This design comes from an exercise in tuning for small area and a short achievable clock period on the open sky130 flow, not from production work. Function was checked by simulation only, so behaviour that the tests miss may differ from the original. Power figures rest on the tool's default switching activity, not on a simulated workload.

==> design.v <==
`timescale 1ns / 1ps
`default_nettype none
module ArithmaticUnit(
		input wire clock_i, isWb_i, enable_i,
		input wire [4:0] wbAddress_i,
		input wire [6:0] opCode_i,
		input wire [15:0] pOperand_i, sOperand_i,
		output reg wbEnable_o,
		output reg [4:0] wbAddress_o,
		output reg [15:0] wbData_o,
		output reg [1:0] statusWriteback_o  
    );
	wire [15:0] P = pOperand_i;
	wire [15:0] S = sOperand_i;
	wire mul = opCode_i[1] & opCode_i[0];
	wire sub = opCode_i[1] & ~opCode_i[0];
	wire as  = opCode_i[1] ^ opCode_i[0];
	wire [7:0] one, two, neg;
	assign one[0] = opCode_i[0] ? (~opCode_i[1] | P[0]) : opCode_i[1];
	assign two[0] = opCode_i[1] & opCode_i[0] & P[1] & ~P[0];
	assign neg[0] = opCode_i[1] & (~opCode_i[0] | P[1]);
	genvar k;
	generate for (k = 1; k < 8; k = k + 1) begin : enc
		assign one[k] = mul & (P[2*k] ^ P[2*k-1]);
		assign two[k] = mul & ((P[2*k+1] & ~P[2*k] & ~P[2*k-1]) | (~P[2*k+1] & P[2*k] & P[2*k-1]));
		assign neg[k] = mul & P[2*k+1];
	end endgenerate
	wire pp0_0_n; pa_nand2 u_pp0_0_n (.a(one[0]), .b(S[0]), .y(pp0_0_n));
	wire pp0_0; pa_xnor2 u_pp0_0 (.a(pp0_0_n), .b(neg[0]), .y(pp0_0));
	wire pp0_1_n; pa_aoi22 u_pp0_1_n (.a(one[0]), .b(S[1]), .c(two[0]), .d(S[0]), .y(pp0_1_n));
	wire pp0_1; pa_xnor2 u_pp0_1 (.a(pp0_1_n), .b(neg[0]), .y(pp0_1));
	wire pp0_2_n; pa_aoi22 u_pp0_2_n (.a(one[0]), .b(S[2]), .c(two[0]), .d(S[1]), .y(pp0_2_n));
	wire pp0_2; pa_xnor2 u_pp0_2 (.a(pp0_2_n), .b(neg[0]), .y(pp0_2));
	wire pp0_3_n; pa_aoi22 u_pp0_3_n (.a(one[0]), .b(S[3]), .c(two[0]), .d(S[2]), .y(pp0_3_n));
	wire pp0_3; pa_xnor2 u_pp0_3 (.a(pp0_3_n), .b(neg[0]), .y(pp0_3));
	wire pp0_4_n; pa_aoi22 u_pp0_4_n (.a(one[0]), .b(S[4]), .c(two[0]), .d(S[3]), .y(pp0_4_n));
	wire pp0_4; pa_xnor2 u_pp0_4 (.a(pp0_4_n), .b(neg[0]), .y(pp0_4));
	wire pp0_5_n; pa_aoi22 u_pp0_5_n (.a(one[0]), .b(S[5]), .c(two[0]), .d(S[4]), .y(pp0_5_n));
	wire pp0_5; pa_xnor2 u_pp0_5 (.a(pp0_5_n), .b(neg[0]), .y(pp0_5));
	wire pp0_6_n; pa_aoi22 u_pp0_6_n (.a(one[0]), .b(S[6]), .c(two[0]), .d(S[5]), .y(pp0_6_n));
	wire pp0_6; pa_xnor2 u_pp0_6 (.a(pp0_6_n), .b(neg[0]), .y(pp0_6));
	wire pp0_7_n; pa_aoi22 u_pp0_7_n (.a(one[0]), .b(S[7]), .c(two[0]), .d(S[6]), .y(pp0_7_n));
	wire pp0_7; pa_xnor2 u_pp0_7 (.a(pp0_7_n), .b(neg[0]), .y(pp0_7));
	wire pp0_8_n; pa_aoi22 u_pp0_8_n (.a(one[0]), .b(S[8]), .c(two[0]), .d(S[7]), .y(pp0_8_n));
	wire pp0_8; pa_xnor2 u_pp0_8 (.a(pp0_8_n), .b(neg[0]), .y(pp0_8));
	wire pp0_9_n; pa_aoi22 u_pp0_9_n (.a(one[0]), .b(S[9]), .c(two[0]), .d(S[8]), .y(pp0_9_n));
	wire pp0_9; pa_xnor2 u_pp0_9 (.a(pp0_9_n), .b(neg[0]), .y(pp0_9));
	wire pp0_10_n; pa_aoi22 u_pp0_10_n (.a(one[0]), .b(S[10]), .c(two[0]), .d(S[9]), .y(pp0_10_n));
	wire pp0_10; pa_xnor2 u_pp0_10 (.a(pp0_10_n), .b(neg[0]), .y(pp0_10));
	wire pp0_11_n; pa_aoi22 u_pp0_11_n (.a(one[0]), .b(S[11]), .c(two[0]), .d(S[10]), .y(pp0_11_n));
	wire pp0_11; pa_xnor2 u_pp0_11 (.a(pp0_11_n), .b(neg[0]), .y(pp0_11));
	wire pp0_12_n; pa_aoi22 u_pp0_12_n (.a(one[0]), .b(S[12]), .c(two[0]), .d(S[11]), .y(pp0_12_n));
	wire pp0_12; pa_xnor2 u_pp0_12 (.a(pp0_12_n), .b(neg[0]), .y(pp0_12));
	wire pp0_13_n; pa_aoi22 u_pp0_13_n (.a(one[0]), .b(S[13]), .c(two[0]), .d(S[12]), .y(pp0_13_n));
	wire pp0_13; pa_xnor2 u_pp0_13 (.a(pp0_13_n), .b(neg[0]), .y(pp0_13));
	wire pp0_14_n; pa_aoi22 u_pp0_14_n (.a(one[0]), .b(S[14]), .c(two[0]), .d(S[13]), .y(pp0_14_n));
	wire pp0_14; pa_xnor2 u_pp0_14 (.a(pp0_14_n), .b(neg[0]), .y(pp0_14));
	wire pp0_15_n; pa_aoi22 u_pp0_15_n (.a(one[0]), .b(S[15]), .c(two[0]), .d(S[14]), .y(pp0_15_n));
	wire pp0_15; pa_xnor2 u_pp0_15 (.a(pp0_15_n), .b(neg[0]), .y(pp0_15));
	wire ng0 = neg[0];
	wire pp1_2_n; pa_aoi22 u_pp1_2_n (.a(one[1]), .b(S[0]), .c(as), .d(P[2]), .y(pp1_2_n));
	wire pp1_2; pa_xnor2 u_pp1_2 (.a(pp1_2_n), .b(neg[1]), .y(pp1_2));
	wire pp1_3_n; pa_aoi222 u_pp1_3_n (.a(one[1]), .b(S[1]), .c(two[1]), .d(S[0]), .e(as), .f(P[3]), .y(pp1_3_n));
	wire pp1_3; pa_xnor2 u_pp1_3 (.a(pp1_3_n), .b(neg[1]), .y(pp1_3));
	wire pp1_4_n; pa_aoi222 u_pp1_4_n (.a(one[1]), .b(S[2]), .c(two[1]), .d(S[1]), .e(as), .f(P[4]), .y(pp1_4_n));
	wire pp1_4; pa_xnor2 u_pp1_4 (.a(pp1_4_n), .b(neg[1]), .y(pp1_4));
	wire pp1_5_n; pa_aoi222 u_pp1_5_n (.a(one[1]), .b(S[3]), .c(two[1]), .d(S[2]), .e(as), .f(P[5]), .y(pp1_5_n));
	wire pp1_5; pa_xnor2 u_pp1_5 (.a(pp1_5_n), .b(neg[1]), .y(pp1_5));
	wire pp1_6_n; pa_aoi222 u_pp1_6_n (.a(one[1]), .b(S[4]), .c(two[1]), .d(S[3]), .e(as), .f(P[6]), .y(pp1_6_n));
	wire pp1_6; pa_xnor2 u_pp1_6 (.a(pp1_6_n), .b(neg[1]), .y(pp1_6));
	wire pp1_7_n; pa_aoi222 u_pp1_7_n (.a(one[1]), .b(S[5]), .c(two[1]), .d(S[4]), .e(as), .f(P[7]), .y(pp1_7_n));
	wire pp1_7; pa_xnor2 u_pp1_7 (.a(pp1_7_n), .b(neg[1]), .y(pp1_7));
	wire pp1_8_n; pa_aoi222 u_pp1_8_n (.a(one[1]), .b(S[6]), .c(two[1]), .d(S[5]), .e(as), .f(P[8]), .y(pp1_8_n));
	wire pp1_8; pa_xnor2 u_pp1_8 (.a(pp1_8_n), .b(neg[1]), .y(pp1_8));
	wire pp1_9_n; pa_aoi222 u_pp1_9_n (.a(one[1]), .b(S[7]), .c(two[1]), .d(S[6]), .e(as), .f(P[9]), .y(pp1_9_n));
	wire pp1_9; pa_xnor2 u_pp1_9 (.a(pp1_9_n), .b(neg[1]), .y(pp1_9));
	wire pp1_10_n; pa_aoi222 u_pp1_10_n (.a(one[1]), .b(S[8]), .c(two[1]), .d(S[7]), .e(as), .f(P[10]), .y(pp1_10_n));
	wire pp1_10; pa_xnor2 u_pp1_10 (.a(pp1_10_n), .b(neg[1]), .y(pp1_10));
	wire pp1_11_n; pa_aoi222 u_pp1_11_n (.a(one[1]), .b(S[9]), .c(two[1]), .d(S[8]), .e(as), .f(P[11]), .y(pp1_11_n));
	wire pp1_11; pa_xnor2 u_pp1_11 (.a(pp1_11_n), .b(neg[1]), .y(pp1_11));
	wire pp1_12_n; pa_aoi222 u_pp1_12_n (.a(one[1]), .b(S[10]), .c(two[1]), .d(S[9]), .e(as), .f(P[12]), .y(pp1_12_n));
	wire pp1_12; pa_xnor2 u_pp1_12 (.a(pp1_12_n), .b(neg[1]), .y(pp1_12));
	wire pp1_13_n; pa_aoi222 u_pp1_13_n (.a(one[1]), .b(S[11]), .c(two[1]), .d(S[10]), .e(as), .f(P[13]), .y(pp1_13_n));
	wire pp1_13; pa_xnor2 u_pp1_13 (.a(pp1_13_n), .b(neg[1]), .y(pp1_13));
	wire pp1_14_n; pa_aoi222 u_pp1_14_n (.a(one[1]), .b(S[12]), .c(two[1]), .d(S[11]), .e(as), .f(P[14]), .y(pp1_14_n));
	wire pp1_14; pa_xnor2 u_pp1_14 (.a(pp1_14_n), .b(neg[1]), .y(pp1_14));
	wire pp1_15_n; pa_aoi222 u_pp1_15_n (.a(one[1]), .b(S[13]), .c(two[1]), .d(S[12]), .e(as), .f(P[15]), .y(pp1_15_n));
	wire pp1_15; pa_xnor2 u_pp1_15 (.a(pp1_15_n), .b(neg[1]), .y(pp1_15));
	wire ng1 = neg[1];
	wire pp2_4_n; pa_nand2 u_pp2_4_n (.a(one[2]), .b(S[0]), .y(pp2_4_n));
	wire pp2_4; pa_xnor2 u_pp2_4 (.a(pp2_4_n), .b(neg[2]), .y(pp2_4));
	wire pp2_5_n; pa_aoi22 u_pp2_5_n (.a(one[2]), .b(S[1]), .c(two[2]), .d(S[0]), .y(pp2_5_n));
	wire pp2_5; pa_xnor2 u_pp2_5 (.a(pp2_5_n), .b(neg[2]), .y(pp2_5));
	wire pp2_6_n; pa_aoi22 u_pp2_6_n (.a(one[2]), .b(S[2]), .c(two[2]), .d(S[1]), .y(pp2_6_n));
	wire pp2_6; pa_xnor2 u_pp2_6 (.a(pp2_6_n), .b(neg[2]), .y(pp2_6));
	wire pp2_7_n; pa_aoi22 u_pp2_7_n (.a(one[2]), .b(S[3]), .c(two[2]), .d(S[2]), .y(pp2_7_n));
	wire pp2_7; pa_xnor2 u_pp2_7 (.a(pp2_7_n), .b(neg[2]), .y(pp2_7));
	wire pp2_8_n; pa_aoi22 u_pp2_8_n (.a(one[2]), .b(S[4]), .c(two[2]), .d(S[3]), .y(pp2_8_n));
	wire pp2_8; pa_xnor2 u_pp2_8 (.a(pp2_8_n), .b(neg[2]), .y(pp2_8));
	wire pp2_9_n; pa_aoi22 u_pp2_9_n (.a(one[2]), .b(S[5]), .c(two[2]), .d(S[4]), .y(pp2_9_n));
	wire pp2_9; pa_xnor2 u_pp2_9 (.a(pp2_9_n), .b(neg[2]), .y(pp2_9));
	wire pp2_10_n; pa_aoi22 u_pp2_10_n (.a(one[2]), .b(S[6]), .c(two[2]), .d(S[5]), .y(pp2_10_n));
	wire pp2_10; pa_xnor2 u_pp2_10 (.a(pp2_10_n), .b(neg[2]), .y(pp2_10));
	wire pp2_11_n; pa_aoi22 u_pp2_11_n (.a(one[2]), .b(S[7]), .c(two[2]), .d(S[6]), .y(pp2_11_n));
	wire pp2_11; pa_xnor2 u_pp2_11 (.a(pp2_11_n), .b(neg[2]), .y(pp2_11));
	wire pp2_12_n; pa_aoi22 u_pp2_12_n (.a(one[2]), .b(S[8]), .c(two[2]), .d(S[7]), .y(pp2_12_n));
	wire pp2_12; pa_xnor2 u_pp2_12 (.a(pp2_12_n), .b(neg[2]), .y(pp2_12));
	wire pp2_13_n; pa_aoi22 u_pp2_13_n (.a(one[2]), .b(S[9]), .c(two[2]), .d(S[8]), .y(pp2_13_n));
	wire pp2_13; pa_xnor2 u_pp2_13 (.a(pp2_13_n), .b(neg[2]), .y(pp2_13));
	wire pp2_14_n; pa_aoi22 u_pp2_14_n (.a(one[2]), .b(S[10]), .c(two[2]), .d(S[9]), .y(pp2_14_n));
	wire pp2_14; pa_xnor2 u_pp2_14 (.a(pp2_14_n), .b(neg[2]), .y(pp2_14));
	wire pp2_15_n; pa_aoi22 u_pp2_15_n (.a(one[2]), .b(S[11]), .c(two[2]), .d(S[10]), .y(pp2_15_n));
	wire pp2_15; pa_xnor2 u_pp2_15 (.a(pp2_15_n), .b(neg[2]), .y(pp2_15));
	wire ng2 = neg[2];
	wire pp3_6_n; pa_nand2 u_pp3_6_n (.a(one[3]), .b(S[0]), .y(pp3_6_n));
	wire pp3_6; pa_xnor2 u_pp3_6 (.a(pp3_6_n), .b(neg[3]), .y(pp3_6));
	wire pp3_7_n; pa_aoi22 u_pp3_7_n (.a(one[3]), .b(S[1]), .c(two[3]), .d(S[0]), .y(pp3_7_n));
	wire pp3_7; pa_xnor2 u_pp3_7 (.a(pp3_7_n), .b(neg[3]), .y(pp3_7));
	wire pp3_8_n; pa_aoi22 u_pp3_8_n (.a(one[3]), .b(S[2]), .c(two[3]), .d(S[1]), .y(pp3_8_n));
	wire pp3_8; pa_xnor2 u_pp3_8 (.a(pp3_8_n), .b(neg[3]), .y(pp3_8));
	wire pp3_9_n; pa_aoi22 u_pp3_9_n (.a(one[3]), .b(S[3]), .c(two[3]), .d(S[2]), .y(pp3_9_n));
	wire pp3_9; pa_xnor2 u_pp3_9 (.a(pp3_9_n), .b(neg[3]), .y(pp3_9));
	wire pp3_10_n; pa_aoi22 u_pp3_10_n (.a(one[3]), .b(S[4]), .c(two[3]), .d(S[3]), .y(pp3_10_n));
	wire pp3_10; pa_xnor2 u_pp3_10 (.a(pp3_10_n), .b(neg[3]), .y(pp3_10));
	wire pp3_11_n; pa_aoi22 u_pp3_11_n (.a(one[3]), .b(S[5]), .c(two[3]), .d(S[4]), .y(pp3_11_n));
	wire pp3_11; pa_xnor2 u_pp3_11 (.a(pp3_11_n), .b(neg[3]), .y(pp3_11));
	wire pp3_12_n; pa_aoi22 u_pp3_12_n (.a(one[3]), .b(S[6]), .c(two[3]), .d(S[5]), .y(pp3_12_n));
	wire pp3_12; pa_xnor2 u_pp3_12 (.a(pp3_12_n), .b(neg[3]), .y(pp3_12));
	wire pp3_13_n; pa_aoi22 u_pp3_13_n (.a(one[3]), .b(S[7]), .c(two[3]), .d(S[6]), .y(pp3_13_n));
	wire pp3_13; pa_xnor2 u_pp3_13 (.a(pp3_13_n), .b(neg[3]), .y(pp3_13));
	wire pp3_14_n; pa_aoi22 u_pp3_14_n (.a(one[3]), .b(S[8]), .c(two[3]), .d(S[7]), .y(pp3_14_n));
	wire pp3_14; pa_xnor2 u_pp3_14 (.a(pp3_14_n), .b(neg[3]), .y(pp3_14));
	wire pp3_15_n; pa_aoi22 u_pp3_15_n (.a(one[3]), .b(S[9]), .c(two[3]), .d(S[8]), .y(pp3_15_n));
	wire pp3_15; pa_xnor2 u_pp3_15 (.a(pp3_15_n), .b(neg[3]), .y(pp3_15));
	wire ng3 = neg[3];
	wire pp4_8_n; pa_nand2 u_pp4_8_n (.a(one[4]), .b(S[0]), .y(pp4_8_n));
	wire pp4_8; pa_xnor2 u_pp4_8 (.a(pp4_8_n), .b(neg[4]), .y(pp4_8));
	wire pp4_9_n; pa_aoi22 u_pp4_9_n (.a(one[4]), .b(S[1]), .c(two[4]), .d(S[0]), .y(pp4_9_n));
	wire pp4_9; pa_xnor2 u_pp4_9 (.a(pp4_9_n), .b(neg[4]), .y(pp4_9));
	wire pp4_10_n; pa_aoi22 u_pp4_10_n (.a(one[4]), .b(S[2]), .c(two[4]), .d(S[1]), .y(pp4_10_n));
	wire pp4_10; pa_xnor2 u_pp4_10 (.a(pp4_10_n), .b(neg[4]), .y(pp4_10));
	wire pp4_11_n; pa_aoi22 u_pp4_11_n (.a(one[4]), .b(S[3]), .c(two[4]), .d(S[2]), .y(pp4_11_n));
	wire pp4_11; pa_xnor2 u_pp4_11 (.a(pp4_11_n), .b(neg[4]), .y(pp4_11));
	wire pp4_12_n; pa_aoi22 u_pp4_12_n (.a(one[4]), .b(S[4]), .c(two[4]), .d(S[3]), .y(pp4_12_n));
	wire pp4_12; pa_xnor2 u_pp4_12 (.a(pp4_12_n), .b(neg[4]), .y(pp4_12));
	wire pp4_13_n; pa_aoi22 u_pp4_13_n (.a(one[4]), .b(S[5]), .c(two[4]), .d(S[4]), .y(pp4_13_n));
	wire pp4_13; pa_xnor2 u_pp4_13 (.a(pp4_13_n), .b(neg[4]), .y(pp4_13));
	wire pp4_14_n; pa_aoi22 u_pp4_14_n (.a(one[4]), .b(S[6]), .c(two[4]), .d(S[5]), .y(pp4_14_n));
	wire pp4_14; pa_xnor2 u_pp4_14 (.a(pp4_14_n), .b(neg[4]), .y(pp4_14));
	wire pp4_15_n; pa_aoi22 u_pp4_15_n (.a(one[4]), .b(S[7]), .c(two[4]), .d(S[6]), .y(pp4_15_n));
	wire pp4_15; pa_xnor2 u_pp4_15 (.a(pp4_15_n), .b(neg[4]), .y(pp4_15));
	wire ng4 = neg[4];
	wire pp5_10_n; pa_nand2 u_pp5_10_n (.a(one[5]), .b(S[0]), .y(pp5_10_n));
	wire pp5_10; pa_xnor2 u_pp5_10 (.a(pp5_10_n), .b(neg[5]), .y(pp5_10));
	wire pp5_11_n; pa_aoi22 u_pp5_11_n (.a(one[5]), .b(S[1]), .c(two[5]), .d(S[0]), .y(pp5_11_n));
	wire pp5_11; pa_xnor2 u_pp5_11 (.a(pp5_11_n), .b(neg[5]), .y(pp5_11));
	wire pp5_12_n; pa_aoi22 u_pp5_12_n (.a(one[5]), .b(S[2]), .c(two[5]), .d(S[1]), .y(pp5_12_n));
	wire pp5_12; pa_xnor2 u_pp5_12 (.a(pp5_12_n), .b(neg[5]), .y(pp5_12));
	wire pp5_13_n; pa_aoi22 u_pp5_13_n (.a(one[5]), .b(S[3]), .c(two[5]), .d(S[2]), .y(pp5_13_n));
	wire pp5_13; pa_xnor2 u_pp5_13 (.a(pp5_13_n), .b(neg[5]), .y(pp5_13));
	wire pp5_14_n; pa_aoi22 u_pp5_14_n (.a(one[5]), .b(S[4]), .c(two[5]), .d(S[3]), .y(pp5_14_n));
	wire pp5_14; pa_xnor2 u_pp5_14 (.a(pp5_14_n), .b(neg[5]), .y(pp5_14));
	wire pp5_15_n; pa_aoi22 u_pp5_15_n (.a(one[5]), .b(S[5]), .c(two[5]), .d(S[4]), .y(pp5_15_n));
	wire pp5_15; pa_xnor2 u_pp5_15 (.a(pp5_15_n), .b(neg[5]), .y(pp5_15));
	wire ng5 = neg[5];
	wire pp6_12_n; pa_nand2 u_pp6_12_n (.a(one[6]), .b(S[0]), .y(pp6_12_n));
	wire pp6_12; pa_xnor2 u_pp6_12 (.a(pp6_12_n), .b(neg[6]), .y(pp6_12));
	wire pp6_13_n; pa_aoi22 u_pp6_13_n (.a(one[6]), .b(S[1]), .c(two[6]), .d(S[0]), .y(pp6_13_n));
	wire pp6_13; pa_xnor2 u_pp6_13 (.a(pp6_13_n), .b(neg[6]), .y(pp6_13));
	wire pp6_14_n; pa_aoi22 u_pp6_14_n (.a(one[6]), .b(S[2]), .c(two[6]), .d(S[1]), .y(pp6_14_n));
	wire pp6_14; pa_xnor2 u_pp6_14 (.a(pp6_14_n), .b(neg[6]), .y(pp6_14));
	wire pp6_15_n; pa_aoi22 u_pp6_15_n (.a(one[6]), .b(S[3]), .c(two[6]), .d(S[2]), .y(pp6_15_n));
	wire pp6_15; pa_xnor2 u_pp6_15 (.a(pp6_15_n), .b(neg[6]), .y(pp6_15));
	wire ng6 = neg[6];
	wire pp7_14_n; pa_nand2 u_pp7_14_n (.a(one[7]), .b(S[0]), .y(pp7_14_n));
	wire pp7_14; pa_xnor2 u_pp7_14 (.a(pp7_14_n), .b(neg[7]), .y(pp7_14));
	wire pp7_15_n; pa_aoi22 u_pp7_15_n (.a(one[7]), .b(S[1]), .c(two[7]), .d(S[0]), .y(pp7_15_n));
	wire pp7_15; pa_xnor2 u_pp7_15 (.a(pp7_15_n), .b(neg[7]), .y(pp7_15));
	wire ng7 = neg[7];
	wire xp0 = as & P[0];
	wire xp1 = as & P[1];
	wire hs0, hc0; pa_ha u_hs0 (.a(ng5), .b(pp2_10), .s(hs0), .co(hc0));
	wire hs1, hc1; pa_ha u_hs1 (.a(pp2_11), .b(pp3_11), .s(hs1), .co(hc1));
	wire hs2, hc2; pa_ha u_hs2 (.a(ng6), .b(pp2_12), .s(hs2), .co(hc2));
	wire fs0_x, fs0, fc0; pa_xor2 u_fs0_x (.a(pp3_12), .b(pp4_12), .y(fs0_x)); pa_xor2 u_fs0 (.a(fs0_x), .b(pp5_12), .y(fs0)); pa_maj3 u_fc0 (.a(pp3_12), .b(pp4_12), .c(pp5_12), .y(fc0));
	wire hs3, hc3; pa_ha u_hs3 (.a(pp2_13), .b(pp3_13), .s(hs3), .co(hc3));
	wire fs1_x, fs1, fc1; pa_xor2 u_fs1_x (.a(pp4_13), .b(pp5_13), .y(fs1_x)); pa_xor2 u_fs1 (.a(fs1_x), .b(pp6_13), .y(fs1)); pa_maj3 u_fc1 (.a(pp4_13), .b(pp5_13), .c(pp6_13), .y(fc1));
	wire hs4, hc4; pa_ha u_hs4 (.a(ng7), .b(pp2_14), .s(hs4), .co(hc4));
	wire fs2, fc2; pa_fa u_fs2 (.a(pp3_14), .b(pp4_14), .c(pp0_14), .s(fs2), .co(fc2));
	wire fs3_x, fs3, fc3; pa_xor2 u_fs3_x (.a(pp5_14), .b(pp6_14), .y(fs3_x)); pa_xor2 u_fs3 (.a(fs3_x), .b(pp7_14), .y(fs3)); pa_maj3 u_fc3 (.a(pp5_14), .b(pp6_14), .c(pp7_14), .y(fc3));
	wire hs5, hc5; pa_ha u_hs5 (.a(pp2_15), .b(pp3_15), .s(hs5), .co(hc5));
	wire fs4, fc4; pa_fa u_fs4 (.a(pp4_15), .b(pp5_15), .c(pp1_15), .s(fs4), .co(fc4));
	wire fs5, fc5; pa_fa u_fs5 (.a(pp6_15), .b(pp7_15), .c(pp0_15), .s(fs5), .co(fc5));
	wire hs6, hc6; pa_ha u_hs6 (.a(ng3), .b(pp2_6), .s(hs6), .co(hc6));
	wire hs7, hc7; pa_ha u_hs7 (.a(pp2_7), .b(pp3_7), .s(hs7), .co(hc7));
	wire hs8, hc8; pa_ha u_hs8 (.a(ng4), .b(pp2_8), .s(hs8), .co(hc8));
	wire fs6_x, fs6, fc6; pa_xor2 u_fs6_x (.a(pp3_8), .b(pp4_8), .y(fs6_x)); pa_xor2 u_fs6 (.a(fs6_x), .b(pp0_8), .y(fs6)); pa_maj3 u_fc6 (.a(pp3_8), .b(pp4_8), .c(pp0_8), .y(fc6));
	wire hs9, hc9; pa_ha u_hs9 (.a(pp2_9), .b(pp3_9), .s(hs9), .co(hc9));
	wire fs7_x, fs7, fc7; pa_xor2 u_fs7_x (.a(pp4_9), .b(pp0_9), .y(fs7_x)); pa_xor2 u_fs7 (.a(fs7_x), .b(pp1_9), .y(fs7)); pa_maj3 u_fc7 (.a(pp4_9), .b(pp0_9), .c(pp1_9), .y(fc7));
	wire fs8_x, fs8, fc8; pa_xor2 u_fs8_x (.a(pp3_10), .b(pp4_10), .y(fs8_x)); pa_xor2 u_fs8 (.a(fs8_x), .b(hs0), .y(fs8)); pa_maj3 u_fc8 (.a(pp3_10), .b(pp4_10), .c(hs0), .y(fc8));
	wire fs9_x, fs9, fc9; pa_xor2 u_fs9_x (.a(pp5_10), .b(pp0_10), .y(fs9_x)); pa_xor2 u_fs9 (.a(fs9_x), .b(pp1_10), .y(fs9)); pa_maj3 u_fc9 (.a(pp5_10), .b(pp0_10), .c(pp1_10), .y(fc9));
	wire fs10_x, fs10, fc10; pa_xor2 u_fs10_x (.a(pp4_11), .b(pp5_11), .y(fs10_x)); pa_xor2 u_fs10 (.a(fs10_x), .b(hs1), .y(fs10)); pa_maj3 u_fc10 (.a(pp4_11), .b(pp5_11), .c(hs1), .y(fc10));
	wire fs11_x, fs11, fc11; pa_xor2 u_fs11_x (.a(pp0_11), .b(pp1_11), .y(fs11_x)); pa_xor2 u_fs11 (.a(fs11_x), .b(hc0), .y(fs11)); pa_maj3 u_fc11 (.a(pp0_11), .b(pp1_11), .c(hc0), .y(fc11));
	wire fs12_x, fs12, fc12; pa_xor2 u_fs12_x (.a(pp6_12), .b(pp0_12), .y(fs12_x)); pa_xor2 u_fs12 (.a(fs12_x), .b(fs0), .y(fs12)); pa_maj3 u_fc12 (.a(pp6_12), .b(pp0_12), .c(fs0), .y(fc12));
	wire fs13_x, fs13, fc13; pa_xor2 u_fs13_x (.a(pp1_12), .b(hc1), .y(fs13_x)); pa_xor2 u_fs13 (.a(fs13_x), .b(hs2), .y(fs13)); pa_maj3 u_fc13 (.a(pp1_12), .b(hc1), .c(hs2), .y(fc13));
	wire fs14_x, fs14, fc14; pa_xor2 u_fs14_x (.a(pp0_13), .b(pp1_13), .y(fs14_x)); pa_xor2 u_fs14 (.a(fs14_x), .b(fs1), .y(fs14)); pa_maj3 u_fc14 (.a(pp0_13), .b(pp1_13), .c(fs1), .y(fc14));
	wire fs15_x, fs15, fc15; pa_xor2 u_fs15_x (.a(hc2), .b(hs3), .y(fs15_x)); pa_xor2 u_fs15 (.a(fs15_x), .b(fc0), .y(fs15)); pa_maj3 u_fc15 (.a(hc2), .b(hs3), .c(fc0), .y(fc15));
	wire fs16_x, fs16, fc16; pa_xor2 u_fs16_x (.a(pp1_14), .b(hc3), .y(fs16_x)); pa_xor2 u_fs16 (.a(fs16_x), .b(fs3), .y(fs16)); pa_maj3 u_fc16 (.a(pp1_14), .b(hc3), .c(fs3), .y(fc16));
	wire fs17_x, fs17, fc17; pa_xor2 u_fs17_x (.a(hs4), .b(fc1), .y(fs17_x)); pa_xor2 u_fs17 (.a(fs17_x), .b(fs2), .y(fs17)); pa_maj3 u_fc17 (.a(hs4), .b(fc1), .c(fs2), .y(fc17));
	wire fs18_x, fs18, fc18; pa_xor2 u_fs18_x (.a(hc4), .b(hs5), .y(fs18_x)); pa_xor2 u_fs18 (.a(fs18_x), .b(fc2), .y(fs18)); pa_maj3 u_fc18 (.a(hc4), .b(hs5), .c(fc2), .y(fc18));
	wire fs19_x, fs19, fc19; pa_xor2 u_fs19_x (.a(fc3), .b(fs4), .y(fs19_x)); pa_xor2 u_fs19 (.a(fs19_x), .b(fs5), .y(fs19)); pa_maj3 u_fc19 (.a(fc3), .b(fs4), .c(fs5), .y(fc19));
	wire hs10, hc10; pa_ha u_hs10 (.a(ng2), .b(pp2_4), .s(hs10), .co(hc10));
	wire hs11, hc11; pa_ha u_hs11 (.a(pp2_5), .b(pp0_5), .s(hs11), .co(hc11));
	wire fs20, fc20; pa_fa u_fs20 (.a(pp3_6), .b(pp0_6), .c(pp1_6), .s(fs20), .co(fc20));
	wire fs21, fc21; pa_fa u_fs21 (.a(pp0_7), .b(pp1_7), .c(hc6), .s(fs21), .co(fc21));
	wire fs22, fc22; pa_fa u_fs22 (.a(pp1_8), .b(hc7), .c(hs8), .s(fs22), .co(fc22));
	wire fs23_x, fs23, fc23; pa_xor2 u_fs23_x (.a(hc8), .b(hs9), .y(fs23_x)); pa_xor2 u_fs23 (.a(fs23_x), .b(fc6), .y(fs23)); pa_maj3 u_fc23 (.a(hc8), .b(hs9), .c(fc6), .y(fc23));
	wire fs24_x, fs24, fc24; pa_xor2 u_fs24_x (.a(hc9), .b(fc7), .y(fs24_x)); pa_xor2 u_fs24 (.a(fs24_x), .b(fs9), .y(fs24)); pa_maj3 u_fc24 (.a(hc9), .b(fc7), .c(fs9), .y(fc24));
	wire fs25_x, fs25, fc25; pa_xor2 u_fs25_x (.a(fc9), .b(fs11), .y(fs25_x)); pa_xor2 u_fs25 (.a(fs25_x), .b(fs10), .y(fs25)); pa_maj3 u_fc25 (.a(fc9), .b(fs11), .c(fs10), .y(fc25));
	wire fs26_x, fs26, fc26; pa_xor2 u_fs26_x (.a(fc11), .b(fs12), .y(fs26_x)); pa_xor2 u_fs26 (.a(fs26_x), .b(fc10), .y(fs26)); pa_maj3 u_fc26 (.a(fc11), .b(fs12), .c(fc10), .y(fc26));
	wire fs27_x, fs27, fc27; pa_xor2 u_fs27_x (.a(fs14), .b(fc13), .y(fs27_x)); pa_xor2 u_fs27 (.a(fs27_x), .b(fs15), .y(fs27)); pa_maj3 u_fc27 (.a(fs14), .b(fc13), .c(fs15), .y(fc27));
	wire fs28_x, fs28, fc28; pa_xor2 u_fs28_x (.a(fc15), .b(fs16), .y(fs28_x)); pa_xor2 u_fs28 (.a(fs28_x), .b(fc14), .y(fs28)); pa_maj3 u_fc28 (.a(fc15), .b(fs16), .c(fc14), .y(fc28));
	wire fs29_x, fs29, fc29; pa_xor2 u_fs29_x (.a(fs18), .b(fc16), .y(fs29_x)); pa_xor2 u_fs29 (.a(fs29_x), .b(fc17), .y(fs29)); pa_maj3 u_fc29 (.a(fs18), .b(fc16), .c(fc17), .y(fc29));
	wire hs12, hc12; pa_ha u_hs12 (.a(xp0), .b(ng0), .s(hs12), .co(hc12));
	wire hs13, hc13; pa_ha u_hs13 (.a(xp1), .b(pp0_1), .s(hs13), .co(hc13));
	wire fs30, fc30; pa_fa u_fs30 (.a(ng1), .b(pp0_2), .c(pp1_2), .s(fs30), .co(fc30));
	wire hs14, hc14; pa_ha u_hs14 (.a(pp0_3), .b(pp1_3), .s(hs14), .co(hc14));
	wire fs31, fc31; pa_fa u_fs31 (.a(pp0_4), .b(pp1_4), .c(hs10), .s(fs31), .co(fc31));
	wire fs32, fc32; pa_fa u_fs32 (.a(pp1_5), .b(hc10), .c(hs11), .s(fs32), .co(fc32));
	wire fs33, fc33; pa_fa u_fs33 (.a(hs6), .b(hc11), .c(fs20), .s(fs33), .co(fc33));
	wire fs34_x, fs34, fc34; pa_xor2 u_fs34_x (.a(hs7), .b(fc20), .y(fs34_x)); pa_xor2 u_fs34 (.a(fs34_x), .b(fs21), .y(fs34)); pa_maj3 u_fc34 (.a(hs7), .b(fc20), .c(fs21), .y(fc34));
	wire fs35_x, fs35, fc35; pa_xor2 u_fs35_x (.a(fs6), .b(fc21), .y(fs35_x)); pa_xor2 u_fs35 (.a(fs35_x), .b(fs22), .y(fs35)); pa_maj3 u_fc35 (.a(fs6), .b(fc21), .c(fs22), .y(fc35));
	wire fs36_x, fs36, fc36; pa_xor2 u_fs36_x (.a(fs7), .b(fc22), .y(fs36_x)); pa_xor2 u_fs36 (.a(fs36_x), .b(fs23), .y(fs36)); pa_maj3 u_fc36 (.a(fs7), .b(fc22), .c(fs23), .y(fc36));
	wire fs37_x, fs37, fc37; pa_xor2 u_fs37_x (.a(fs8), .b(fc23), .y(fs37_x)); pa_xor2 u_fs37 (.a(fs37_x), .b(fs24), .y(fs37)); pa_maj3 u_fc37 (.a(fs8), .b(fc23), .c(fs24), .y(fc37));
	wire fs38_x, fs38, fc38; pa_xor2 u_fs38_x (.a(fc8), .b(fc24), .y(fs38_x)); pa_xor2 u_fs38 (.a(fs38_x), .b(fs25), .y(fs38)); pa_maj3 u_fc38 (.a(fc8), .b(fc24), .c(fs25), .y(fc38));
	wire fs39_x, fs39, fc39; pa_xor2 u_fs39_x (.a(fs13), .b(fc25), .y(fs39_x)); pa_xor2 u_fs39 (.a(fs39_x), .b(fs26), .y(fs39)); pa_maj3 u_fc39 (.a(fs13), .b(fc25), .c(fs26), .y(fc39));
	wire fs40_x, fs40, fc40; pa_xor2 u_fs40_x (.a(fc12), .b(fc26), .y(fs40_x)); pa_xor2 u_fs40 (.a(fs40_x), .b(fs27), .y(fs40)); pa_maj3 u_fc40 (.a(fc12), .b(fc26), .c(fs27), .y(fc40));
	wire fs41_x, fs41, fc41; pa_xor2 u_fs41_x (.a(fs17), .b(fc27), .y(fs41_x)); pa_xor2 u_fs41 (.a(fs41_x), .b(fs28), .y(fs41)); pa_maj3 u_fc41 (.a(fs17), .b(fc27), .c(fs28), .y(fc41));
	wire fs42_x, fs42, fc42; pa_xor2 u_fs42_x (.a(fs19), .b(fc28), .y(fs42_x)); pa_xor2 u_fs42 (.a(fs42_x), .b(fs29), .y(fs42)); pa_maj3 u_fc42 (.a(fs19), .b(fc28), .c(fs29), .y(fc42));
	wire [15:0] ra = {fc41, fc40, fc39, fc38, fc37, fc36, fc35, fc34, fc33, fc32, fc31, hc14, fc30, hc13, hc12, hs12};
	wire [15:0] rb = {fs42, fs41, fs40, fs39, fs38, fs37, fs36, fs35, fs34, fs33, fs32, fs31, hs14, fs30, hs13, pp0_0};
	wire [15:0] g0, p0;
	pa_xor2 u_p0_0 (.a(ra[0]), .b(rb[0]), .y(p0[0])); pa_and2 u_g0_0 (.a(ra[0]), .b(rb[0]), .y(g0[0]));
	pa_xor2 u_p0_1 (.a(ra[1]), .b(rb[1]), .y(p0[1])); pa_and2 u_g0_1 (.a(ra[1]), .b(rb[1]), .y(g0[1]));
	pa_xor2 u_p0_2 (.a(ra[2]), .b(rb[2]), .y(p0[2])); pa_and2 u_g0_2 (.a(ra[2]), .b(rb[2]), .y(g0[2]));
	pa_xor2 u_p0_3 (.a(ra[3]), .b(rb[3]), .y(p0[3])); pa_and2 u_g0_3 (.a(ra[3]), .b(rb[3]), .y(g0[3]));
	pa_xor2 u_p0_4 (.a(ra[4]), .b(rb[4]), .y(p0[4])); pa_and2 u_g0_4 (.a(ra[4]), .b(rb[4]), .y(g0[4]));
	pa_xor2 u_p0_5 (.a(ra[5]), .b(rb[5]), .y(p0[5])); pa_and2 u_g0_5 (.a(ra[5]), .b(rb[5]), .y(g0[5]));
	pa_xor2 u_p0_6 (.a(ra[6]), .b(rb[6]), .y(p0[6])); pa_and2 u_g0_6 (.a(ra[6]), .b(rb[6]), .y(g0[6]));
	pa_xor2 u_p0_7 (.a(ra[7]), .b(rb[7]), .y(p0[7])); pa_and2 u_g0_7 (.a(ra[7]), .b(rb[7]), .y(g0[7]));
	pa_xor2 u_p0_8 (.a(ra[8]), .b(rb[8]), .y(p0[8])); pa_and2 u_g0_8 (.a(ra[8]), .b(rb[8]), .y(g0[8]));
	pa_xor2 u_p0_9 (.a(ra[9]), .b(rb[9]), .y(p0[9])); pa_and2 u_g0_9 (.a(ra[9]), .b(rb[9]), .y(g0[9]));
	pa_xor2 u_p0_10 (.a(ra[10]), .b(rb[10]), .y(p0[10])); pa_and2 u_g0_10 (.a(ra[10]), .b(rb[10]), .y(g0[10]));
	pa_xor2 u_p0_11 (.a(ra[11]), .b(rb[11]), .y(p0[11])); pa_and2 u_g0_11 (.a(ra[11]), .b(rb[11]), .y(g0[11]));
	pa_xor2 u_p0_12 (.a(ra[12]), .b(rb[12]), .y(p0[12])); pa_and2 u_g0_12 (.a(ra[12]), .b(rb[12]), .y(g0[12]));
	pa_xor2 u_p0_13 (.a(ra[13]), .b(rb[13]), .y(p0[13])); pa_and2 u_g0_13 (.a(ra[13]), .b(rb[13]), .y(g0[13]));
	pa_xor2 u_p0_14 (.a(ra[14]), .b(rb[14]), .y(p0[14])); pa_and2 u_g0_14 (.a(ra[14]), .b(rb[14]), .y(g0[14]));
	pa_xor2 u_p0_15 (.a(ra[15]), .b(rb[15]), .y(p0[15])); pa_and2 u_g0_15 (.a(ra[15]), .b(rb[15]), .y(g0[15]));
	wire g1_1 = g0[1] | (p0[1] & g0[0]);
	wire g1_3 = g0[3] | (p0[3] & g0[2]);
	wire p1_3 = p0[3] & p0[2];
	wire g1_5 = g0[5] | (p0[5] & g0[4]);
	wire p1_5 = p0[5] & p0[4];
	wire g1_7 = g0[7] | (p0[7] & g0[6]);
	wire p1_7 = p0[7] & p0[6];
	wire g1_9 = g0[9] | (p0[9] & g0[8]);
	wire p1_9 = p0[9] & p0[8];
	wire g1_11 = g0[11] | (p0[11] & g0[10]);
	wire p1_11 = p0[11] & p0[10];
	wire g1_13 = g0[13] | (p0[13] & g0[12]);
	wire p1_13 = p0[13] & p0[12];
	wire g1_15 = g0[15] | (p0[15] & g0[14]);
	wire p1_15 = p0[15] & p0[14];
	wire g2_2 = g0[2] | (p0[2] & g1_1);
	wire g2_3 = g1_3 | (p1_3 & g1_1);
	wire g2_6 = g0[6] | (p0[6] & g1_5);
	wire p2_6 = p0[6] & p1_5;
	wire g2_7 = g1_7 | (p1_7 & g1_5);
	wire p2_7 = p1_7 & p1_5;
	wire g2_10 = g0[10] | (p0[10] & g1_9);
	wire p2_10 = p0[10] & p1_9;
	wire g2_11 = g1_11 | (p1_11 & g1_9);
	wire p2_11 = p1_11 & p1_9;
	wire g2_14 = g0[14] | (p0[14] & g1_13);
	wire p2_14 = p0[14] & p1_13;
	wire g2_15 = g1_15 | (p1_15 & g1_13);
	wire p2_15 = p1_15 & p1_13;
	wire g3_4 = g0[4] | (p0[4] & g2_3);
	wire g3_5 = g1_5 | (p1_5 & g2_3);
	wire g3_6 = g2_6 | (p2_6 & g2_3);
	wire g3_7 = g2_7 | (p2_7 & g2_3);
	wire g3_12 = g0[12] | (p0[12] & g2_11);
	wire p3_12 = p0[12] & p2_11;
	wire g3_13 = g1_13 | (p1_13 & g2_11);
	wire p3_13 = p1_13 & p2_11;
	wire g3_14 = g2_14 | (p2_14 & g2_11);
	wire p3_14 = p2_14 & p2_11;
	wire g3_15 = g2_15 | (p2_15 & g2_11);
	wire p3_15 = p2_15 & p2_11;
	wire g4_8 = g0[8] | (p0[8] & g3_7);
	wire g4_9 = g1_9 | (p1_9 & g3_7);
	wire g4_10 = g2_10 | (p2_10 & g3_7);
	wire g4_11 = g2_11 | (p2_11 & g3_7);
	wire g4_12 = g3_12 | (p3_12 & g3_7);
	wire g4_13 = g3_13 | (p3_13 & g3_7);
	wire g4_14 = g3_14 | (p3_14 & g3_7);
	wire g4_15 = g3_15 | (p3_15 & g3_7);
	wire [16:0] sum;
	assign sum[0] = p0[0];
	pa_xor2 u_sum_1 (.a(p0[1]), .b(g0[0]), .y(sum[1]));
	pa_xor2 u_sum_2 (.a(p0[2]), .b(g1_1), .y(sum[2]));
	pa_xor2 u_sum_3 (.a(p0[3]), .b(g2_2), .y(sum[3]));
	pa_xor2 u_sum_4 (.a(p0[4]), .b(g2_3), .y(sum[4]));
	pa_xor2 u_sum_5 (.a(p0[5]), .b(g3_4), .y(sum[5]));
	pa_xor2 u_sum_6 (.a(p0[6]), .b(g3_5), .y(sum[6]));
	pa_xor2 u_sum_7 (.a(p0[7]), .b(g3_6), .y(sum[7]));
	pa_xor2 u_sum_8 (.a(p0[8]), .b(g3_7), .y(sum[8]));
	pa_xor2 u_sum_9 (.a(p0[9]), .b(g4_8), .y(sum[9]));
	pa_xor2 u_sum_10 (.a(p0[10]), .b(g4_9), .y(sum[10]));
	pa_xor2 u_sum_11 (.a(p0[11]), .b(g4_10), .y(sum[11]));
	pa_xor2 u_sum_12 (.a(p0[12]), .b(g4_11), .y(sum[12]));
	pa_xor2 u_sum_13 (.a(p0[13]), .b(g4_12), .y(sum[13]));
	pa_xor2 u_sum_14 (.a(p0[14]), .b(g4_13), .y(sum[14]));
	pa_xor2 u_sum_15 (.a(p0[15]), .b(g4_14), .y(sum[15]));
	assign sum[16] = g4_15;
	wire cout = sum[16] | hc5 | fc4 | fc5 | fc18 | fc19 | fc29 | fc42;
	wire arith = ~|opCode_i[6:2];
	always @(posedge clock_i)
	begin
		if (enable_i)
		begin
			wbEnable_o <= isWb_i & |opCode_i;
			wbAddress_o <= wbAddress_i;
			if (arith) wbData_o <= sum[15:0];
			if (arith & as) statusWriteback_o <= {~opCode_i[1] & cout, opCode_i[1] & ~cout};
		end
	end
endmodule
module pa_aoi22(input wire a, b, c, d, output wire y);
	assign y = ~((a & b) | (c & d));
endmodule
module pa_aoi222(input wire a, b, c, d, e, f, output wire y);
	assign y = ~((a & b) | (c & d) | (e & f));
endmodule
module pa_nand2(input wire a, b, output wire y);
	assign y = ~(a & b);
endmodule
module pa_xnor2(input wire a, b, output wire y);
	assign y = ~(a ^ b);
endmodule
module pa_xor2(input wire a, b, output wire y);
	assign y = a ^ b;
endmodule
module pa_and2(input wire a, b, output wire y);
	assign y = a & b;
endmodule
module pa_maj3(input wire a, b, c, output wire y);
	assign y = (a & b) | (a & c) | (b & c);
endmodule
module pa_nor2(input wire a, b, output wire y);
	assign y = ~(a | b);
endmodule
module pa_inv(input wire a, output wire y);
	assign y = ~a;
endmodule
module pa_aoi21(input wire a1, a2, b1, output wire y);
	assign y = ~((a1 & a2) | b1);
endmodule
module pa_oai21(input wire a1, a2, b1, output wire y);
	assign y = ~((a1 | a2) & b1);
endmodule
module pa_fa(input wire a, b, c, output wire s, co);
	assign s = a ^ b ^ c;
	assign co = (a & b) | (a & c) | (b & c);
endmodule
module pa_ha(input wire a, b, output wire s, co);
	assign s = a ^ b;
	assign co = a & b;
endmodule
==> flow/run.sh <==
#!/bin/bash
# Standard ORFS layout, with smaller port buffers and free cell resizing.
set -euo pipefail
bash standard.sh MATCH_CELL_FOOTPRINT=0 ABC_LOAD_IN_FF=2 "BUFFER_PORTS_ARGS=-buffer_cell sky130_fd_sc_hd__buf_1" finish > make_finish.log 2>&1
==> standard.sh <==
#!/bin/bash
# synth_recipe.tcl (not shown) runs the flow's synth.tcl, then flattens the netlist and writes it again
# the make line also repeats each setting of config.mk as NAME=value (left out here)
make -C /OpenROAD-flow-scripts/flow DESIGN_CONFIG=/design/flow/config.mk WORK_HOME=/design/flow/orfs CLKGATE_MAP_FILE= SYNTH_SCRIPT=/design/flow/synth_recipe.tcl "${@:-finish}"
==> config.mk <==
export PLATFORM = sky130hd
export DESIGN_NAME = ArithmaticUnit
export DESIGN_NICKNAME = ArithmaticUnit
export VERILOG_FILES = /design/flow/design.v
export SDC_FILE = /design/flow/constraint.sdc
export NUM_CORES = 4
export LEC_CHECK = 0
export CAP_MARGIN = 20
export CORE_MARGIN = 2
export CORE_UTILIZATION = 45
export SETUP_SLACK_MARGIN = 2.5
export SLEW_MARGIN = 20
export SYNTH_HIERARCHICAL = 1
export SYNTH_MINIMUM_KEEP_SIZE = 0
==> constraint.sdc <==
create_clock -name core_clock -period 8.0 [get_ports {clock_i}]
set_input_delay 1.6000 -clock core_clock [delete_from_list [all_inputs] [get_ports {clock_i}]]
set_output_delay 1.6000 -clock core_clock [all_outputs]
set_load 0.01 [all_outputs]
==> flow_summary_export.csv, run 1 <==
group,metric,value,unit
synthesis,ys_ff_latch,24,
synthesis,netlist_top_cells_count,"xor2_1, xnor2_1, a22oi_1, and2_0, maj3_2",
synthesis,syn_avg_cell_area,9.482,um2
job,drv_cap,0,
synthesis,async_flop_share,0,%
sta,slew_viol_final,0,
critical_path,cp_data_arrival_time,5.29,ns
final_layout,n_antenna_cell,0,
sta,setup_violations,0,
critical_path,cp_cell_sequence,"clkbuf_2, ha_4, clkbuf_4, and2_4, a222oi_1, xnor2_2, xor2_1, xor2_1, xor2_1, xor2_1, xor2_1, xor2_2, a21oi_2, o21ai_2, a21o_1, a21o_1, a21o_1, xor2_1",
synthesis,synth_cell_types,30,
sta,finalSetupTns,0,ns
final_layout,final_util,53.65,%
die,ioPinCount,71,
critical_path,path_buf_inv,2,
power_and_ir_drop,power_switching,530.0,uW
synthesis,ys_seq_area_share,16.78,%
final_layout,num-nets-final,609,
die,start_util,46.49,%
detailed_routing,vias_per_cell,5.569,
final_layout,final_cells,663,
die,die_y,101.7,um
global_route,grt_max_degree,23,
global_route,grt_pass1_vias,3392,
power_and_ir_drop,pwr-share-comb,74.2,%
critical_path,crit_slowest_cell,"a222oi_1",
critical_path,path_delay_family,"XOR/XNOR gates",
clock_tree,htreeDepth,1,
final_layout,drive_gt1_share,13.86,%
final_layout,multi_input_area,0.003662,mm2
sta,hold_violations,0,
min_path,hold_class,"in -> reg",
global_route,grt_first_pass_wirelength,16.26,mm
final_layout,fillers,875,
detailed_routing,remaining_drc_errors,0,
critical_path,crit_required,8.01,ns
synthesis,synth_edf_count,24,
global_route,grt_overflow,0,
synthesis,netlist_instances,453,
final_layout,regArea,720.7,um2
sta,rsz0062_at_grt,"yes",
clock_tree,numCtsBuffers,3,
clock_tree,cts_max_path_buffers,2,
critical_path,critPathMaxFanout,12,
synthesis,synth_area,0.004295,mm2
die,num_rows,35,
detailed_routing,finalWirelength,10.10,mm
sta,max_freq,0.1891,GHz
critical_path,crit_path_start_kind,"primary input",
placed_design,place_ws,1.733,ns
power_and_ir_drop,clockPowerShare,9.0,%
global_route,use_met1,28.34,%
placed_design,gp_congestion,0.9089,
global_route,busiest_layer,"met2",
detailed_routing,routedWlPerCell,15.23,um
die,dieArea,0.01034,mm2
detailed_routing,ant_nets,0,
synthesis,yosys.area.top_type_share,21.21,%
sta,tightest_slew,0.7514,ns
global_route,grt_use_met3,1.173,%
critical_path,crit_top_cell,"xor2_1",
placed_design,port_buffers,70,
sta,fin_crit_sh,66.09,%
detailed_routing,detailroute.via_count,3692,
min_path,min_to,"wbAddress_o[2]$_DFFE_PP_",
sta,fin_crit,5.287,ns
placed_design,dp_cells,651,
power_and_ir_drop,peakVddDrop,0.1010,mV
synthesis,synth_warnings,7,
synthesis,synth.most_common_cell,"xor2_1",
placed_design,dp_hpwl,8.208,mm
power_and_ir_drop,power.internal,624.4,uW
power_and_ir_drop,power.leakage,0.001982,uW
die,die_width,101.7,um
sta,slew_headroom,49.91,%
final_layout,area_delta_synth_final,15.41,%
synthesis,synth_ff_type,"edfxtp_1",
clock_tree,cts_num_sinks,24,
power_and_ir_drop,sw_frac_of_total,45.91,%
clock_tree,clk_pin_slew,0.09,ns
detailed_routing,drtIter0Drc,218,
die,fp.coreArea,0.009240,mm2
critical_path,crit_path_end_kind,"flop",
synthesis,synthesis.nets,527,
min_path,hp-start,"wbAddress_i[2]",
min_path,holdPathStages,1,
global_route,met2_usage,31.63,%
run_status,status,"finished clean",
synthesis,synth_top_area_cell,"xor2_1",
clock_tree,cts_tree,"yes",
synthesis,synthTopCellsByArea,"xor2_1, edfxtp_1, xnor2_1",
critical_path,worstSetupPathType,"in -> reg",
detailed_routing,first_pass_iters,8,
global_route,grt.total_usage,19.45,%
power_and_ir_drop,p_per_area,232.9,mW/mm2
sta,fin_ws,2.713,ns
power_and_ir_drop,power_frac_seq,16.8,%
global_route,grt_antenna_before_repair,0,
clock_tree,clockRootBuffer,"clkbuf_8",
critical_path,cpPeakStageDelay,0.49,ns
[power groups by stage]
stage                     Combinational (uW)  Clock [uW]  Sequential [uW]
after floorplan                          682           0              200
after global placement                   813           0              196
after detailed placement                 831           0              197
after CTS                                834         108              194
after global routing                     953         111              194
final                                    857         104              193
[layout make-up]
class                   count  area share, %
inverters                   4         0.3029
clock inverters             1         0.6058
repair buffers             78          6.588
flip-flops and latches     24          14.54
multi-input cells         424          73.88
clock buffers               3         0.8329
well taps                 129          3.256
[flip-flops by register name, summed over array words and instances (netlist names)]
register	count
wbData_o	16
wbAddress_o	5
statusWriteback_o	2
wbEnable_o	1
[per-layer routing]
metal / vias to the layer above / wire length [um]
met2: 123 / 4666
met4: 0 / 91
li1: 1812 / -
met5: - / 0
met3: 6 / 492
met1: 1751 / 4846
[cells by family after synthesis]
logic type	count (synthesis)	synth area share, %
AOI/OAI and AO/OA	100	18.09
xor gates and xnor gates	176	35.89
adders and majority gates	60	18.26
buffers and inverters	6	0.5243
DFF	24	16.78
and+or+nand+nor	87	10.46
[per-module statistics from Yosys (local to each module, per instance)]
module | times used | cells
ArithmaticUnit | 1 | 138
pa_fa | 10 | 1
pa_ha | 15 | 1
pa_maj3 | 33 | 1
pa_aoi222 | 13 | 1
pa_xnor2 | 72 | 1
pa_xor2 | 97 | 1
pa_aoi22 | 52 | 1
pa_and2 | 16 | 1
pa_nand2 | 7 | 1
[metrics by stage]
| stage | power [uW] | hold WS (ns) | instance area, um2 |
|---|---|---|---|
| final | 1154 | 1.503 | 4957 |
| after global routing | 1259 | 1.502 | 4957 |
| after CTS | 1135 | 1.496 | 4805 |
| after detailed placement | 1028 | 1.778 | 4720 |
| after global placement | 1009 | 1.775 | 4720 |
| after floorplan | 882.0 | 1.699 | 4295 |
[cells in the final DEF (no fill, tap or decap), drive strengths merged]
cell type | Yosys | final
and3 | 2 | 2
nand4 | 1 | 1
nand2 | 26 | 26
a21oi | 7 | 7
nand2b | 1 | 1
xnor2 | 72 | 72
maj3 | 33 | 33
o21ai | 10 | 10
and2 | 41 | 42
a31o | 2 | 2
nor3 | 1 | 1
a2111oi | 1 | 1
a21boi | 1 | 1
o31ai | 1 | 1
fa | 10 | 10
o21a | 2 | 2
bufinv | 0 | 1
inv | 4 | 4
buf | 0 | 74
nor2 | 12 | 12
a222oi | 13 | 13
ha | 17 | 17
xor2 | 104 | 104
clkbuf | 2 | 7
nor4 | 2 | 2
or4 | 1 | 1
o21bai | 1 | 1
a22oi | 52 | 52
edfxtp | 24 | 24
a21o | 10 | 10
[how the worst max path moves through the flow]
stage	from	slack, ns	end	depth (start not counted)
detailed placement	opCode_i[1]	1.73	wbData_o[14]$_DFFE_PP_	18
global route	opCode_i[1]	2.48	wbData_o[14]$_DFFE_PP_	18
finish	opCode_i[1]	2.71	wbData_o[14]$_DFFE_PP_	18
global placement	opCode_i[1]	1.93	wbData_o[14]$_DFFE_PP_	18
CTS	opCode_i[1]	2.46	wbData_o[14]$_DFFE_PP_	17
floorplan	opCode_i[0]	2.54	wbData_o[14]$_DFFE_PP_	15
[timing repair]
| action | 4_1_cts | 5_1_grt |
|---|---|---|
| pin swaps | 0 | 11 |
| setup endpoints to repair | 9 | 8 |
| buffers inserted | 0 | 7 |
| gates resized for setup | 13 | 29 |
| hold buffers | 0 | 0 |
| cloned | 0 | 1 |
==> run 2, diff against run 1 <==
==> flow/run.sh (replaced) <==
#!/bin/bash
# The standard ORFS layout (standard.sh) with three ORFS variables changed:
#  - ports are buffered with buf_1 (buffer_ports otherwise picks clkdlybuf4s50_1,
#    a slow delay cell that MATCH_CELL_FOOTPRINT would then keep);
#  - MATCH_CELL_FOOTPRINT=0, so timing repair may resize cells across footprints;
#  - ABC_LOAD_IN_FF=1, so ABC maps the one-cell modules to their smallest size.
# make's output goes to make_finish.log; each ORFS step logs under orfs/logs/.
set -euo pipefail
bash standard.sh MATCH_CELL_FOOTPRINT=0 ABC_LOAD_IN_FF=1 "BUFFER_PORTS_ARGS=-buffer_cell sky130_fd_sc_hd__buf_1" finish > make_finish.log 2>&1
==> flow_summary_export.csv, run 2 <==
group,metric,value,unit
power_and_ir_drop,power.internal,617.0,uW
final_layout,regArea,720.7,um2
critical_path,worstSetupPathType,"in -> reg",
final_layout,layout_commonest_cell,"xor2_1",
final_layout,largest-register,"wbData_o",
critical_path,path_buf_inv,2,
final_layout,area_delta_synth_final,13.24,%
synthesis,ys_ff_latch,24,
synthesis,synth_cell_types,29,
sta,slew_headroom,30.60,%
global_route,busiest_layer,"met2",
final_layout,multi_input_area,0.003610,mm2
sta,fin_crit,5.287,ns
sta,tightest_slew,1.040,ns
power_and_ir_drop,p_per_area,230.5,mW/mm2
synthesis,syn_avg_cell_area,9.471,um2
final_layout,drive_gt1_share,11.20,%
critical_path,crit_top_cell,"a21o_1",
global_route,grt.total_usage,19.70,%
critical_path,path_delay_family,"adder cells",
die,start_util,46.43,%
synthesis,synth_ff_type,"edfxtp_1",
critical_path,cp_data_arrival_time,5.30,ns
critical_path,worst-path-stages,14,
power_and_ir_drop,power_frac_seq,17.3,%
final_layout,final_cell_mix,"xor2_1, xnor2_1, buf_1",
critical_path,crit_path_start_kind,"primary input",
sta,rsz0062_at_grt,"yes",
synthesis,async_flop_share,0,%
critical_path,crit_path_end_kind,"flop",
global_route,grt_antenna_before_repair,0,
critical_path,cpPeakStageDelay,0.48,ns
clock_tree,clockRootBuffer,"clkbuf_8",
final_layout,final_util,52.58,%
job,drv_cap,0,
synthesis,synth_area,0.004290,mm2
detailed_routing,drtIter0Drc,222,
synthesis,netlist_instances,453,
die,fp.coreArea,0.009240,mm2
global_route,grt_use_met3,1.035,%
critical_path,cp_cell_sequence,"buf_1, inv_1, ha_4, a222oi_1, xnor2_1, fa_1, fa_1, xor2_1, and3_1, a31o_4, a21o_1, a21o_1, a21o_1, xor2_1",
power_and_ir_drop,sw_frac_of_total,44.91,%
global_route,grt_overflow,0,
power_and_ir_drop,power.leakage,0.001932,uW
min_path,holdPathStages,1,
placed_design,dp_hpwl,8.125,mm
global_route,grt_pass1_vias,3389,
critical_path,cp-startpoint,"opCode_i[1]",
sta,slew_viol_final,0,
die,ioPinCount,71,
critical_path,crit_required,8.01,ns
synthesis,synth_edf_count,24,
clock_tree,htreeDepth,1,
detailed_routing,routedWlPerCell,15.04,um
sta,setup_violations,0,
global_route,met2_usage,30.87,%
die,die_width,101.6,um
final_layout,num-nets-final,602,
clock_tree,cts_max_path_buffers,2,
placed_design,port_buffers,70,
run_status,status,"finished clean",
sta,finalSetupTns,0,ns
clock_tree,cts_num_sinks,24,
min_path,hold_class,"in -> reg",
clock_tree,numCtsBuffers,3,
sta,fin_ws,2.713,ns
detailed_routing,first_pass_iters,5,
final_layout,largest_register_ffs,16,
sta,max_freq,0.1892,GHz
detailed_routing,remaining_drc_errors,0,
synthesis,netlist_top_cells_count,"xor2_1, xnor2_1, a22oi_1, and2_0, maj3_2",
critical_path,critPathMaxFanout,17,
detailed_routing,ant_nets,0,
die,die_y,101.6,um
synthesis,synth_top_area_cell,"xor2_1",
synthesis,synth_warnings,7,
min_path,hp-start,"wbAddress_i[4]",
final_layout,fillers,913,
clock_tree,clk_pin_slew,0.09,ns
clock_tree,hold_buffers,0,
global_route,use_met1,29.04,%
detailed_routing,vias_per_cell,5.448,
final_layout,n_antenna_cell,0,
placed_design,gp_congestion,0.9014,
final_layout,top_regs,"wbData_o: 16 flops, wbAddress_o: 5 flops, statusWriteback_o: 2 flops",
detailed_routing,detailroute.via_count,3574,
critical_path,crit_slowest_cell,"fa_1",
power_and_ir_drop,pwr-share-comb,73.2,%
detailed_routing,finalWirelength,9.865,mm
synthesis,synth.most_common_cell,"xor2_1",
die,dieArea,0.01033,mm2
global_route,grt_max_degree,23,
synthesis,synthesis.nets,527,
synthesis,yosys.area.top_type_share,21.23,%
global_route,grt_first_pass_wirelength,16.47,mm
power_and_ir_drop,peakVddDrop,0.09873,mV
sta,fin_crit_sh,66.08,%
sta,hold_violations,0,
synthesis,ys_seq_area_share,16.80,%
power_and_ir_drop,clockPowerShare,9.6,%
synthesis,synthTopCellsByArea,"xor2_1, edfxtp_1, xnor2_1",
power_and_ir_drop,power_switching,502.9,uW
die,num_rows,35,
clock_tree,cts_tree,"yes",
placed_design,place_ws,1.719,ns
power_and_ir_drop,total_power,1120,uW
==> run 2: cell count changes after synthesis <==
cell / change
o31ai_1: +1
and2_0: +8
o31ai_2: -1
and2_1: -8
==> run 2: kinds of logic (layout without fill, tap and decap cells) <==
logic type / Yosys count / after routing / synth area share, %
buffers and inverters: 6 / 80 / 0.5249
AND/OR/NAND/NOR: 87 / 87 / 10.47
XOR/XNOR: 176 / 176 / 35.93
adder cells (fa/ha/maj): 60 / 60 / 18.29
AO/OA/AOI/OAI: 100 / 100 / 17.99
flip-flops: 24 / 24 / 16.80
==> run 2: final cells by class <==
class                   count  share of cell area (%)
clock buffers               3                  0.8499
flip-flops and latches     24                   14.83
multi-input cells         423                   74.30
repair buffers             72                   5.769
well taps                 129                   3.322
inverters                   4                  0.3090
clock inverters             1                  0.6181
==> run 2: what timing repair did <==
item | in CTS | in global routing
gates resized for setup | 15 | 23
pin swaps | 0 | 2
buffers inserted | 0 | 1
endpoints found under the setup margin | 9 | 6
==> run 2: per-module statistics from Yosys, one instance, submodules excluded, a selection <==
module / times used / area, um2 / cells / flip-flops and latches
ArithmaticUnit: 1 / 1404 / 138 / 24
pa_aoi22: 52 / 7.507 / 1 / 0
pa_fa: 10 / 20.02 / 1 / 0
pa_ha: 15 / 12.51 / 1 / 0
pa_maj3: 33 / 11.26 / 1 / 0
pa_nand2: 7 / 3.754 / 1 / 0
pa_xnor2: 72 / 8.758 / 1 / 0
pa_xor2: 97 / 8.758 / 1 / 0
==> run 2: path summary, 6_finish.rpt <==
path | endpoint | slack [ns]
max | wbData_o[14]$_DFFE_PP_ | 2.71
min | wbAddress_o[4]$_DFFE_PP_ | 1.49
==> run 2: power by group through the flow <==
stage | clock [uW] | combinational, uW | sequential [uW]
2_1_floorplan | 0 | 675 | 200
3_3_place_gp | 0 | 805 | 196
3_5_place_dp | 0 | 819 | 196
4_1_cts | 109 | 823 | 193
5_1_grt | 113 | 918 | 194
6_report | 107 | 820 | 193
==> run 2: stage by stage <==
stage / area, um2 / hold slack [ns] / std cells
after floorplan: 4290 / 1.699 / 453
after global placement: 4715 / 1.776 / 651
after detailed placement: 4715 / 1.779 / 651
after CTS: 4803 / 1.492 / 655
after global routing: 4858 / 1.491 / 656
final: 4858 / 1.491 / 656
==> run 2: routing by layer <==
layer  wire length (um)  share of wire (%)
met1               4752                 48
met3                501                5.1
met4                 93               0.94
met2               4518                 46
met5                  0                  0

==> afterwards: timing with drivers on the ports <==
In the flow no input, the clock included, has a driving cell. The finished layouts below were timed again as built, in two steps.
Step 1 (the two cells are an assumption about what drives the block):
set clk [get_ports {clock_i}]
set_driving_cell -lib_cell sky130_fd_sc_hd__clkbuf_16 $clk
set_driving_cell -lib_cell sky130_fd_sc_hd__buf_2 [delete_from_list [all_inputs] $clk]
Step 2 also shifts input and output timing later by t, the mid clock arrival at the registers, as if the neighbouring blocks saw the same clock.
a / b / c = ideal ports / drivers / drivers and shift; a / b = the first two.
run | t (ns) | setup WS [ns] | clock arrival spread, ns | worst data-port slew with drivers (ns)
run 1 | 0.285 | 2.713 / 2.719 / 2.433 | 0.008 / 0.007 | 0.04
run 2 | 0.292 | 2.713 / 2.718 / 2.426 | 0.013 / 0.012 | 0.04
After both steps setup and hold are still met in every run listed. The setup slack of run 2, which loses most, moves by +0.005 ns with the drivers and by -0.287 ns with both steps.
